What follows belongs to an exercise in optimizing a design on an open flow for small area, a short achievable clock period and few clock cycles per item; a production flow would make more cautious choices. Where RTL was checked, it was by simulation tests only, not by an equivalence proof against the original.

==> build 51: inputs <==
==> flow/design.v (excerpt) <==
module ahb_lite_fir_filter(
    input clk,
          n_rst,
    input logic hsel,
    input logic [3:0] haddr,
    input logic hsize,
    input logic [1:0] htrans,
    input logic hwrite,
    input logic [15:0] hwdata,
    output logic [15:0] hrdata,
    output logic hresp
);
==> module ahb_lite_fir_filter, before the edit <==
module ahb_lite_fir_filter(
    input clk,
          n_rst,
    input logic hsel,
    input logic [3:0] haddr,
    input logic hsize,
    input logic [1:0] htrans,
    input logic hwrite,
    input logic [15:0] hwdata,
    output logic [15:0] hrdata,
    output logic hresp
);
    logic nonseq_wr, a15, ro, wr_req, rd_req;
    assign nonseq_wr = hwrite & (htrans == 2'b10);
    assign a15       = (haddr == 4'd15);
    assign ro        = (haddr[3:2] == 2'b00);
    assign hresp     = hsel & (a15 | (nonseq_wr & ro));
    assign wr_req    = hsel & nonseq_wr & ~ro & ~a15;
    assign rd_req    = hsel & ~nonseq_wr & ~a15;
    logic        wr_pend;
    logic [2:0]  wr_pair;
    logic [15:0] smp, c0, c1, c2, c3;       
    logic [7:0]  r14, r15;                  
    logic [15:0] f0, f1, f2, f3;            
    logic [15:0] h1, h2;                    
    logic        samp_pend;                 
    logic [1:0]  pst;                       
    logic        shf;                       
    logic [16:0] acc_a;                     
    logic [17:0] acc_b;                     
    logic [16:0] res;                       
    logic        err;
    logic wr_smp, wr_c0, wr_c1, wr_c2, wr_c3, wr_r14;
    assign wr_smp = wr_pend & (wr_pair == 3'd2);
    assign wr_c0  = wr_pend & (wr_pair == 3'd3);
    assign wr_c1  = wr_pend & (wr_pair == 3'd4);
    assign wr_c2  = wr_pend & (wr_pair == 3'd5);
    assign wr_c3  = wr_pend & (wr_pair == 3'd6);
    assign wr_r14 = wr_pend & (wr_pair == 3'd7);
    logic ready, do_cmp, do_load;
    assign ready   = (pst == 2'd0);
    assign do_cmp  = samp_pend & ready;
    assign do_load = r14[0] & ready & ~samp_pend;
    logic [15:0] ma, mb;
    always_comb begin
        case (pst)
            2'd0:    begin ma = smp;               mb = f0; end
            2'd1:    begin ma = h2;                mb = f3; end
            2'd2:    begin ma = h1;                mb = f2; end
            default: begin ma = shf ? h1 : smp;    mb = f1; end
        endcase
    end
    logic [30:0] prod;
    logic [15:0] t;
    assign prod = ma * mb;
    assign t    = prod[30:15];
    logic [17:0] u1_b, u1, u2;
    logic        u1_sub;
    assign u1_b   = (pst == 2'd1) ? 18'd0 : acc_b;
    assign u1_sub = (pst == 2'd0) | (pst == 2'd2);
    assign u1     = u1_sub ? (u1_b - {2'b00, t}) : (u1_b + {2'b00, t});
    assign u2     = {2'b00, t} - ((pst == 2'd2) ? 18'd0 : {acc_a[16], acc_a});
    logic err_new;
    assign err_new = (~u2[17] & u2[16] & (|u2[15:0])) | (~u1[17] & u1[16]);
    logic busy, err_bit;
    assign busy    = wr_pend | ((samp_pend | r14[0]) & ~ready) | (samp_pend & r14[0]);
    assign err_bit = do_cmp ? err_new : (do_load ? 1'b0 : err);
    logic [15:0] mag, pdata, rdata;
    assign mag = res[16] ? (~res[15:0] + 16'd1) : res[15:0];
    always_comb begin
        case (haddr[3:1])
            3'd0:    pdata = {7'd0, err_bit, 7'd0, busy};
            3'd1:    pdata = mag;
            3'd2:    pdata = smp;
            3'd3:    pdata = c0;
            3'd4:    pdata = c1;
            3'd5:    pdata = c2;
            3'd6:    pdata = c3;
            default: pdata = {r15, r14};
        endcase
        if (hsize)
            rdata = pdata;
        else
            rdata = {8'd0, haddr[0] ? pdata[15:8] : pdata[7:0]};
    end
    always_ff @(posedge clk, negedge n_rst) begin
        if (!n_rst) begin
            hrdata    <= 16'd0;
            wr_pend   <= 1'b0;
            wr_pair   <= 3'd0;
            smp       <= 16'd0;
            c0        <= 16'd0;
            c1        <= 16'd0;
            c2        <= 16'd0;
            c3        <= 16'd0;
            r14       <= 8'd0;
            r15       <= 8'd0;
            f0        <= 16'd0;
            f1        <= 16'd0;
            f2        <= 16'd0;
            f3        <= 16'd0;
            h1        <= 16'd0;
            h2        <= 16'd0;
            samp_pend <= 1'b0;
            pst       <= 2'd0;
            shf       <= 1'b0;
            acc_a     <= 17'd0;
            acc_b     <= 18'd0;
            res       <= 17'd0;
            err       <= 1'b0;
        end else begin
            hrdata  <= rd_req ? rdata : 16'd0;
            wr_pend <= wr_req;
            wr_pair <= haddr[3:1];
            if (wr_smp) begin
                smp <= hwdata;
                h1  <= smp;
                h2  <= h1;
            end
            if (wr_c0) c0 <= hwdata;
            if (wr_c1) c1 <= hwdata;
            if (wr_c2) c2 <= hwdata;
            if (wr_c3) c3 <= hwdata;
            if (wr_r14) begin
                r14 <= hwdata[7:0];
                r15 <= hwdata[15:8];
            end else if (do_load) begin
                r14 <= 8'd0;
            end
            if (do_load) begin
                f0 <= c0;
                f1 <= c1;
                f2 <= c2;
                f3 <= c3;
            end
            if (wr_smp)
                samp_pend <= 1'b1;
            else if (do_cmp)
                samp_pend <= 1'b0;
            if (do_cmp) begin
                res <= u1[16:0];
                err <= err_new;
            end else if (do_load) begin
                err <= 1'b0;
            end
            case (pst)
                2'd0:    pst <= (do_cmp | do_load) ? 2'd1 : 2'd0;
                2'd1:    pst <= 2'd2;
                2'd2:    pst <= 2'd3;
                default: pst <= 2'd0;
            endcase
            shf <= (pst == 2'd2) & wr_smp;
            if (pst != 2'd0) acc_b <= u1;
            if (pst[1]) acc_a <= u2[16:0];
        end
    end
endmodule
Settings: LEC_CHECK=0, CAP_MARGIN=20, CORE_MARGIN=2, CORE_UTILIZATION=40, SLEW_MARGIN=20; clock period 12.0 ns.
run.sh (not shown) runs the stock make flow with config.mk's settings and CLKGATE_MAP_FILE= SYNTH_SCRIPT=/design/flow/synth_recipe.tcl, a recipe that flattens the netlist after the stock synthesis.
==> build 83 (differences from build 51) <==
--- a/flow/design.v
+++ b/flow/design.v
@@ -26,4 +26,7 @@
     logic        samp_pend;                 
-    logic [1:0]  pst;                       
+    logic [1:0]  seq;                       
+    logic        s2_v;                      
+    logic [1:0]  s2_k;                      
     logic        shf;                       
+    logic [15:0] pl;                        
     logic [16:0] acc_a;                     
@@ -39,30 +42,45 @@
     assign wr_r14 = wr_pend & (wr_pair == 3'd7);
-    logic ready, do_cmp, do_load;
-    assign ready   = (pst == 2'd0);
-    assign do_cmp  = samp_pend & ready;
-    assign do_load = r14[0] & ready & ~samp_pend;
-    logic [15:0] ma, mb;
+    logic s1_free, s1_hw, s1_sm, do_load;
+    assign s1_free = (seq == 2'd0);
+    assign s1_hw   = s1_free & wr_smp;                  
+    assign s1_sm   = s1_free & ~wr_smp & samp_pend;     
+    assign do_load = s1_free & ~wr_smp & ~samp_pend & r14[0];
+    logic [7:0]  a1;
+    logic [15:0] b1;
     always_comb begin
-        case (pst)
-            2'd0:    begin ma = smp;               mb = f0; end
-            2'd1:    begin ma = h2;                mb = f3; end
-            2'd2:    begin ma = h1;                mb = f2; end
-            default: begin ma = shf ? h1 : smp;    mb = f1; end
+        case (seq)
+            2'd0:    begin a1 = s1_hw ? hwdata[7:0] : smp[7:0]; b1 = f0; end
+            2'd1:    begin a1 = h2[7:0];                        b1 = f3; end
+            2'd2:    begin a1 = h1[7:0];                        b1 = f2; end
+            default: begin a1 = smp[7:0];                       b1 = f1; end
         endcase
     end
-    logic [30:0] prod;
+    logic [23:0] p1;
+    assign p1 = a1 * b1;
+    logic [7:0]  a2;
+    logic [15:0] b2;
+    always_comb begin
+        case (s2_k)
+            2'd0:    begin a2 = smp[15:8];                  b2 = f0; end
+            2'd1:    begin a2 = h2[15:8];                   b2 = f3; end
+            2'd2:    begin a2 = h1[15:8];                   b2 = f2; end
+            default: begin a2 = shf ? h1[15:8] : smp[15:8]; b2 = f1; end
+        endcase
+    end
+    logic [23:0] p2;
     logic [15:0] t;
-    assign prod = ma * mb;
-    assign t    = prod[30:15];
+    assign p2 = a2 * b2 + {8'd0, pl};     
+    assign t  = p2[22:7];                 
     logic [17:0] u1_b, u1, u2;
     logic        u1_sub;
-    assign u1_b   = (pst == 2'd1) ? 18'd0 : acc_b;
-    assign u1_sub = (pst == 2'd0) | (pst == 2'd2);
+    assign u1_b   = (s2_k == 2'd1) ? 18'd0 : acc_b;
+    assign u1_sub = ~s2_k[0];
     assign u1     = u1_sub ? (u1_b - {2'b00, t}) : (u1_b + {2'b00, t});
-    assign u2     = {2'b00, t} - ((pst == 2'd2) ? 18'd0 : {acc_a[16], acc_a});
-    logic err_new;
+    assign u2     = {2'b00, t} - ((s2_k == 2'd2) ? 18'd0 : {acc_a[16], acc_a});
+    logic err_new, s2_t0;
     assign err_new = (~u2[17] & u2[16] & (|u2[15:0])) | (~u1[17] & u1[16]);
+    assign s2_t0   = s2_v & (s2_k == 2'd0);
     logic busy, err_bit;
-    assign busy    = wr_pend | ((samp_pend | r14[0]) & ~ready) | (samp_pend & r14[0]);
-    assign err_bit = do_cmp ? err_new : (do_load ? 1'b0 : err);
+    assign busy    = wr_pend | samp_pend | r14[0];
+    assign err_bit = s2_t0 ? err_new : err;
     logic [15:0] mag, pdata, rdata;
@@ -104,4 +122,7 @@
             samp_pend <= 1'b0;
-            pst       <= 2'd0;
+            seq       <= 2'd0;
+            s2_v      <= 1'b0;
+            s2_k      <= 2'd0;
             shf       <= 1'b0;
+            pl        <= 16'd0;
             acc_a     <= 17'd0;
@@ -135,7 +156,12 @@
             end
-            if (wr_smp)
+            if (wr_smp & ~s1_hw)
                 samp_pend <= 1'b1;
-            else if (do_cmp)
+            else if (s1_sm)
                 samp_pend <= 1'b0;
-            if (do_cmp) begin
+            seq  <= (s1_hw | s1_sm | do_load) ? 2'd1 : (seq + {1'b0, ~s1_free});
+            s2_v <= s1_hw | s1_sm | ~s1_free;
+            s2_k <= seq;
+            shf  <= (seq == 2'd3) & wr_smp;
+            pl   <= p1[23:8];
+            if (s2_t0) begin
                 res <= u1[16:0];
@@ -145,11 +171,4 @@
             end
-            case (pst)
-                2'd0:    pst <= (do_cmp | do_load) ? 2'd1 : 2'd0;
-                2'd1:    pst <= 2'd2;
-                2'd2:    pst <= 2'd3;
-                default: pst <= 2'd0;
-            endcase
-            shf <= (pst == 2'd2) & wr_smp;
-            if (pst != 2'd0) acc_b <= u1;
-            if (pst[1]) acc_a <= u2[16:0];
+            if (s2_v & (s2_k != 2'd0)) acc_b <= u1;
+            if (s2_v & s2_k[1]) acc_a <= u2[16:0];
         end
- ABC_CLOCK_PERIOD_IN_PS: default -> 6000
- SETUP_SLACK_MARGIN: default -> 5
==> metrics.md <==
| Metric | Value |
|---|---|
| DR pass1 iterations | 6 |
| Unrepaired setup endpoints after global routing | yes |
| Well Taps | 765 |
| CTS buffer count | 30 |
| Synthesis-stage register bit count | 288 |
| Fraction of area in registers | 0.248 |
| Post-synthesis compound-gate area fraction | 0.114 |
| FF-to-FF path depth | 33 |
| Multi-Input Combinational | 1,837 |
| RePlAce Congestion | 0.886 |
| Status | no timing/DRC/antenna violations |
| Reg2reg end | hrdata[0]$_DFF_PN0_ |
| Largest net degree at the start of global routing | 123 |
| Insertion delay to the later sink of the worst-skew pair | between 0.6 and 0.7 ns |
# the run above: build 83

==> metrics.md <==
| Metric | Value |
|---|---|
| Status | no timing/DRC/antenna violations |
| Multi-Input Combinational | between 1,500 and 2,000 |
| Fraction of area in registers | 0.271 |
| FF-to-FF path depth | 39 |
| DR pass1 iterations | 8 |
| Largest net degree at the start of global routing | 181 |
| Post-synthesis compound-gate area fraction | 0.107 |
# the run above: build 51

Testbench counts of build 51, summed over its fixed seeds: cycles 2,064, samples 512.
Only the layout flow was run in build 83; the RTL was not checked for function there.

## separate check: timing with driven ports
Ports are ideal in the flow. The routed layouts listed here were re-timed in OpenROAD.
Step 1 (the two cells are an assumption about what drives the block):
set clk [get_ports {clk}]
set_driving_cell -lib_cell sky130_fd_sc_hd__clkbuf_16 $clk
set_driving_cell -lib_cell sky130_fd_sc_hd__buf_2 [delete_from_list [all_inputs] $clk]
Step 2 also shifts input and output timing later by t, the mid clock arrival at the registers, as if the neighbouring blocks saw the same clock.
Three values: no drivers, after step 1, after step 2; two values: the first two.
| run | t, ns | slack for setup (ns) | worst setup path at the end | latest minus earliest clock arrival (ns) | worst register clock-pin slew, ns |
|---|---|---|---|---|---|
| build 51 | 0.619 | 0.701 / 0.701 / 0.701 | register to register | 0.027 / 0.027 | 0.07 / 0.07 |
| build 83 | 0.666 | 3.324 / 3.324 / 3.324 | register to register | 0.046 / 0.046 | 0.07 / 0.07 |
After both steps setup and hold are still met in every run listed.
